From an optimization exercise on the open Yosys and OpenROAD flow, aimed at small area, a short achievable clock period and few clock cycles; shortcuts taken in it are not production practice.
Where RTL was checked, it was by simulation tests only, not by an equivalence proof against the original.
The flow treats the clock pin as an ideal source. Dropping or thinning the clock tree relies on that and would not hold on a real chip.
Power and IR drop assume default switching activity.

== v24 ==
==> flow/design.v <==
module ni_apb_bridge (
    input         clk,
    input         resetn,
    input  [15:0] i_flit,
    input         enable,
    output [15:0] o_flit,
    output        ready,
    output        valid_out,
    input  [31:0] prdata,
    input         pready,
    input         pslverr,
    output [13:0] paddr,
    output        psel,
    output        penable,
    output        pwrite,
    output [31:0] pwdata
);
  localparam [2:0] RX_IDLE = 3'b000, RX_B0 = 3'b001, RX_B1 = 3'b011, RX_B2 = 3'b010,
                   RX_B3 = 3'b110, RX_TL = 3'b111;
  reg [15:0] h_q, t_q, o_q;    
  reg [31:0] pw_q;             
  reg        e_q;              
  reg        rdy_q, psel_q, pen_q, vld_q;
  reg [2:0]  rx_q;
  reg        infl_q;           
  reg        pend_q;           
  reg [4:0]  bt_q;             
  wire take   = rdy_q & enable;
  wire xend   = pen_q & pready;
  wire ofree  = ~vld_q | bt_q[4];
  wire start  = (xend | pend_q) & ofree;
  wire [31:0] rd_perm = {prdata[1:0], prdata[31:18], prdata[17:2]};
  wire [31:0] wr_flit = {i_flit[2:1], i_flit[15:1], i_flit[15:1]};
  wire rx_b01 = ~rx_q[2] & rx_q[0];    
  wire [31:0] pw_d = {(rx_q == RX_B2 && !pen_q) ? wr_flit[31:30] : rd_perm[31:30],
                      rx_b01 ? wr_flit[29:0] : rd_perm[29:0]};
  wire ld0 = xend | (rx_q == RX_B0);
  wire ld1 = xend | (rx_q == RX_B1);
  wire ld2 = xend | (rx_q == RX_B2);
  always @(posedge clk) begin
    if (!resetn) begin
      rdy_q  <= 1'b1;
      rx_q   <= RX_IDLE;
      infl_q <= 1'b0;
      psel_q <= 1'b0;
      pen_q  <= 1'b0;
      pend_q <= 1'b0;
      vld_q  <= 1'b0;
    end else begin
      case (rx_q)
        RX_IDLE: if (take) rx_q <= RX_B0;
        RX_B0:   rx_q <= RX_B1;
        RX_B1:   rx_q <= RX_B2;
        RX_B2:   rx_q <= RX_B3;
        RX_B3:   rx_q <= RX_TL;
        default: rx_q <= RX_IDLE;
      endcase
      if (take) infl_q <= 1'b1;
      else if (start) infl_q <= 1'b0;
      rdy_q <= ~take & (rx_q == RX_IDLE || rx_q == RX_TL) & (~infl_q | start);
      if ((rx_q == RX_B0 && !i_flit[1]) || (rx_q == RX_B2 && pw_q[0])) psel_q <= 1'b1;
      else if (xend) psel_q <= 1'b0;
      pen_q  <= psel_q & ~xend;
      pend_q <= (xend | pend_q) & ~start;
      if (start) vld_q <= 1'b1;
      else if (bt_q[4]) vld_q <= 1'b0;
    end
  end
  always @(posedge clk) begin
    if (rdy_q) h_q <= i_flit;
    if (rx_q == RX_TL) t_q <= i_flit;
    if (ld0) pw_q[14:0]  <= pw_d[14:0];
    if (ld1) pw_q[29:15] <= pw_d[29:15];
    if (ld2) pw_q[31:30] <= pw_d[31:30];
    if (pen_q) e_q <= pslverr;
    if (ofree) begin
      o_q  <= h_q;
      bt_q <= 5'b00001;
    end else begin
      bt_q <= {bt_q[3:0], 1'b0};
      o_q  <= ({16{bt_q[0]}} & {2'b00, pw_q[29:16]})
            | ({16{bt_q[1]}} & pw_q[15:0])
            | ({16{bt_q[2]}} & {pw_q[31:30], e_q, 13'b0})
            | ({16{bt_q[3]}} & t_q);
    end
  end
  assign ready     = rdy_q;
  assign valid_out = vld_q;
  assign o_flit    = o_q;
  assign psel      = psel_q;
  assign penable   = pen_q;
  assign paddr     = pw_q[14:1];
  assign pwrite    = pw_q[0];
  assign pwdata    = pw_q;
endmodule
clock: 5.0 ns
lec_check: 0
cap_margin: 20
core_margin: 2
core_utilization: 50
place_density: 0.8
setup_slack_margin: 3.2
slew_margin: 20
standard.sh (not shown) runs the stock make flow with config.mk's settings and CLKGATE_MAP_FILE= SYNTH_SCRIPT=/design/flow/synth_recipe.tcl, a recipe that flattens the netlist after the stock synthesis.
==> flow/flow/run.sh <==
#!/bin/bash
# The standard layout, except:
#  - the port buffers are sky130_fd_sc_hd__buf_1 (buffer_ports otherwise
#    picks clkdlybuf4s50_1, a slow delay cell);
#  - the clock tree is four clkbuf_16 fed from the clock port, each driving
#    a quarter of the flip-flops (see mantree.tcl), in place of TritonCTS's
#    two-level H-tree.
set -euo pipefail
export BUFFER_PORTS_ARGS="-buffer_cell sky130_fd_sc_hd__buf_1"
export PRE_CTS_TCL="$PWD/flow/pre_cts.tcl"
bash standard.sh finish > standard_flow.log 2>&1
==> flow/flow/mantree.tcl <==
# Clock tree of NB clkbuf_16 buffers, each driving a slice of the flip-flops
# (sorted by x), all fed straight from the clock port.
proc manual_clock_tree { nb } {
  set block [ord::get_db_block]
  set clknet [$block findNet clk]
  set master [[ord::get_db] findMaster sky130_fd_sc_hd__clkbuf_16]
  set sinks {}
  foreach it [$clknet getITerms] {
    set inst [$it getInst]
    set bb [$inst getBBox]
    lappend sinks [list [expr {([$bb xMin] + [$bb xMax]) / 2}] [expr {([$bb yMin] + [$bb yMax]) / 2}] $it]
  }
  set sinks [lsort -integer -index 0 $sinks]
  set n [llength $sinks]
  for {set b 0} {$b < $nb} {incr b} {
    set lo [expr {$b * $n / $nb}]
    set hi [expr {($b + 1) * $n / $nb - 1}]
    set grp [lrange $sinks $lo $hi]
    set sx 0; set sy 0
    foreach s $grp { incr sx [lindex $s 0]; incr sy [lindex $s 1] }
    set cx [expr {$sx / [llength $grp]}]
    set cy [expr {$sy / [llength $grp]}]
    set inst [odb::dbInst_create $block $master clkman_$b]
    set net [odb::dbNet_create $block clkman_net_$b]
    $net setSigType CLOCK
    [$inst findITerm A] connect $clknet
    [$inst findITerm X] connect $net
    foreach s $grp {
      set it [lindex $s 2]
      $it disconnect
      $it connect $net
    }
    $inst setLocation $cx $cy
    $inst setPlacementStatus PLACED
  }
}
==> flow/flow/pre_cts.tcl <==
# Sourced by ORFS's cts.tcl before clock tree synthesis (PRE_CTS_TCL): build
# the clock tree by hand instead, as a few clkbuf_16 fed from the clock port.
source [file join [file dirname [info script]] mantree.tcl]
rename clock_tree_synthesis orfs_clock_tree_synthesis
proc clock_tree_synthesis { args } {
  manual_clock_tree 4
  set_propagated_clock [all_clocks]
}
v24 | stages: all done | timing, DRC, antenna: all pass
diff inputs: v24 => v38
--- a/flow/design.v
+++ b/flow/design.v
@@ -14,29 +14,29 @@
     output        penable,
     output        pwrite,
     output [31:0] pwdata
 );
   localparam [2:0] RX_IDLE = 3'b000, RX_B0 = 3'b001, RX_B1 = 3'b011, RX_B2 = 3'b010,
                    RX_B3 = 3'b110, RX_TL = 3'b111;
+  localparam [2:0] BT_HD = 3'b000, BT_F1 = 3'b001, BT_F2 = 3'b011, BT_F3 = 3'b010,
+                   BT_TL = 3'b110;
   reg [15:0] h_q, t_q, o_q;    
   reg [31:0] pw_q;             
   reg        e_q;              
   reg        rdy_q, psel_q, pen_q, vld_q;
   reg [2:0]  rx_q;
   reg        infl_q;           
   reg        pend_q;           
-  reg [4:0]  bt_q;             
+  reg [2:0]  bt_q;
   wire take   = rdy_q & enable;
   wire xend   = pen_q & pready;
-  wire ofree  = ~vld_q | bt_q[4];
+  wire ofree  = ~vld_q | (bt_q == BT_TL);
   wire start  = (xend | pend_q) & ofree;
   wire [31:0] rd_perm = {prdata[1:0], prdata[31:18], prdata[17:2]};
   wire [31:0] wr_flit = {i_flit[2:1], i_flit[15:1], i_flit[15:1]};
-  wire rx_b01 = ~rx_q[2] & rx_q[0];    
-  wire [31:0] pw_d = {(rx_q == RX_B2 && !pen_q) ? wr_flit[31:30] : rd_perm[31:30],
-                      rx_b01 ? wr_flit[29:0] : rd_perm[29:0]};
+  wire [31:0] pw_d    = pen_q ? rd_perm : wr_flit;
   wire ld0 = xend | (rx_q == RX_B0);
   wire ld1 = xend | (rx_q == RX_B1);
   wire ld2 = xend | (rx_q == RX_B2);
   always @(posedge clk) begin
     if (!resetn) begin
       rdy_q  <= 1'b1;
@@ -60,31 +60,32 @@
       rdy_q <= ~take & (rx_q == RX_IDLE || rx_q == RX_TL) & (~infl_q | start);
       if ((rx_q == RX_B0 && !i_flit[1]) || (rx_q == RX_B2 && pw_q[0])) psel_q <= 1'b1;
       else if (xend) psel_q <= 1'b0;
       pen_q  <= psel_q & ~xend;
       pend_q <= (xend | pend_q) & ~start;
       if (start) vld_q <= 1'b1;
-      else if (bt_q[4]) vld_q <= 1'b0;
+      else if (bt_q == BT_TL) vld_q <= 1'b0;
     end
   end
   always @(posedge clk) begin
     if (rdy_q) h_q <= i_flit;
     if (rx_q == RX_TL) t_q <= i_flit;
     if (ld0) pw_q[14:0]  <= pw_d[14:0];
     if (ld1) pw_q[29:15] <= pw_d[29:15];
     if (ld2) pw_q[31:30] <= pw_d[31:30];
     if (pen_q) e_q <= pslverr;
     if (ofree) begin
       o_q  <= h_q;
-      bt_q <= 5'b00001;
+      bt_q <= BT_HD;
     end else begin
-      bt_q <= {bt_q[3:0], 1'b0};
-      o_q  <= ({16{bt_q[0]}} & {2'b00, pw_q[29:16]})
-            | ({16{bt_q[1]}} & pw_q[15:0])
-            | ({16{bt_q[2]}} & {pw_q[31:30], e_q, 13'b0})
-            | ({16{bt_q[3]}} & t_q);
+      case (bt_q)
+        BT_HD:   begin o_q <= {2'b00, pw_q[29:16]};      bt_q <= BT_F1; end
+        BT_F1:   begin o_q <= pw_q[15:0];                bt_q <= BT_F2; end
+        BT_F2:   begin o_q <= {pw_q[31:30], e_q, 13'b0}; bt_q <= BT_F3; end
+        default: begin o_q <= t_q;                       bt_q <= BT_TL; end
+      endcase
     end
   end
   assign ready     = rdy_q;
   assign valid_out = vld_q;
   assign o_flit    = o_q;
   assign psel      = psel_q;
==> summary.txt <==
- Looking at setup slack of the worst register-to-register path, v38 sits 0.02 ns higher than v24 does.
- When the final numbers for v24 and v38 were put side by side, the wire length of the first global-routing pass turned out to be smaller in v24.
- Standard cell core area on v38 is behind v24.
- Total nets after synthesis in v38 is 11% above v24.
- Min non-clock inverter total of the final layout across v24 and v38: v24
- Power delta (v38 − v24): favourable
- Pin count of the biggest net entering global routing: v38 vs v24 up 16
- v38 vs v24, layout-stage area growth over the synthesis result went down by 1.2 points.
- v38 vs v24 on total number of nets in the final design: v38 is the higher one.
- Summary of v38 over v24: peak supply drop lost about 14%; met3 routing resource usage after global routing climbed 0.54 points; wire length reported by the detailed router up about 10%.
- Relative max-transition margin delta (v38 − v24): favourable
Testbench counts of v38, summed over its fixed seeds: cycles 10,485.
Function not checked in v24: the RTL went through the layout flow alone. In every run of this note, the design's own scripts or RTL, not TritonCTS, make the clock network.

==> re-timing with driven ports <==
How much do the figures lean on ideal ports? The routed layouts below were timed once more, with nothing changed but the port constraints.
Step 1 (the two cells are an assumption about what drives the block):
set clk [get_ports {clk}]
set_driving_cell -lib_cell sky130_fd_sc_hd__clkbuf_16 $clk
set_driving_cell -lib_cell sky130_fd_sc_hd__buf_2 [delete_from_list [all_inputs] $clk]
Step 2 times the ports against the registers' clock, not the clock port: input delays grow and output delays shrink by t, the midpoint of the rising clock arrivals with the driver on.
Three values: ideal, step 1, step 2; two values: the first two.
run	t, ns	setup slack, ns	worst setup path after step 2	pins driven straight from the clock port
v24	0.228	3.179 / 3.107 / 3.083	input to register	4
v38	0.225	3.223 / 3.153 / 3.051	input to register	4
After both steps setup and hold are still met in every run listed. For v38, which loses most, drivers alone change the setup slack by -0.070 ns; drivers and shift together by -0.172 ns.
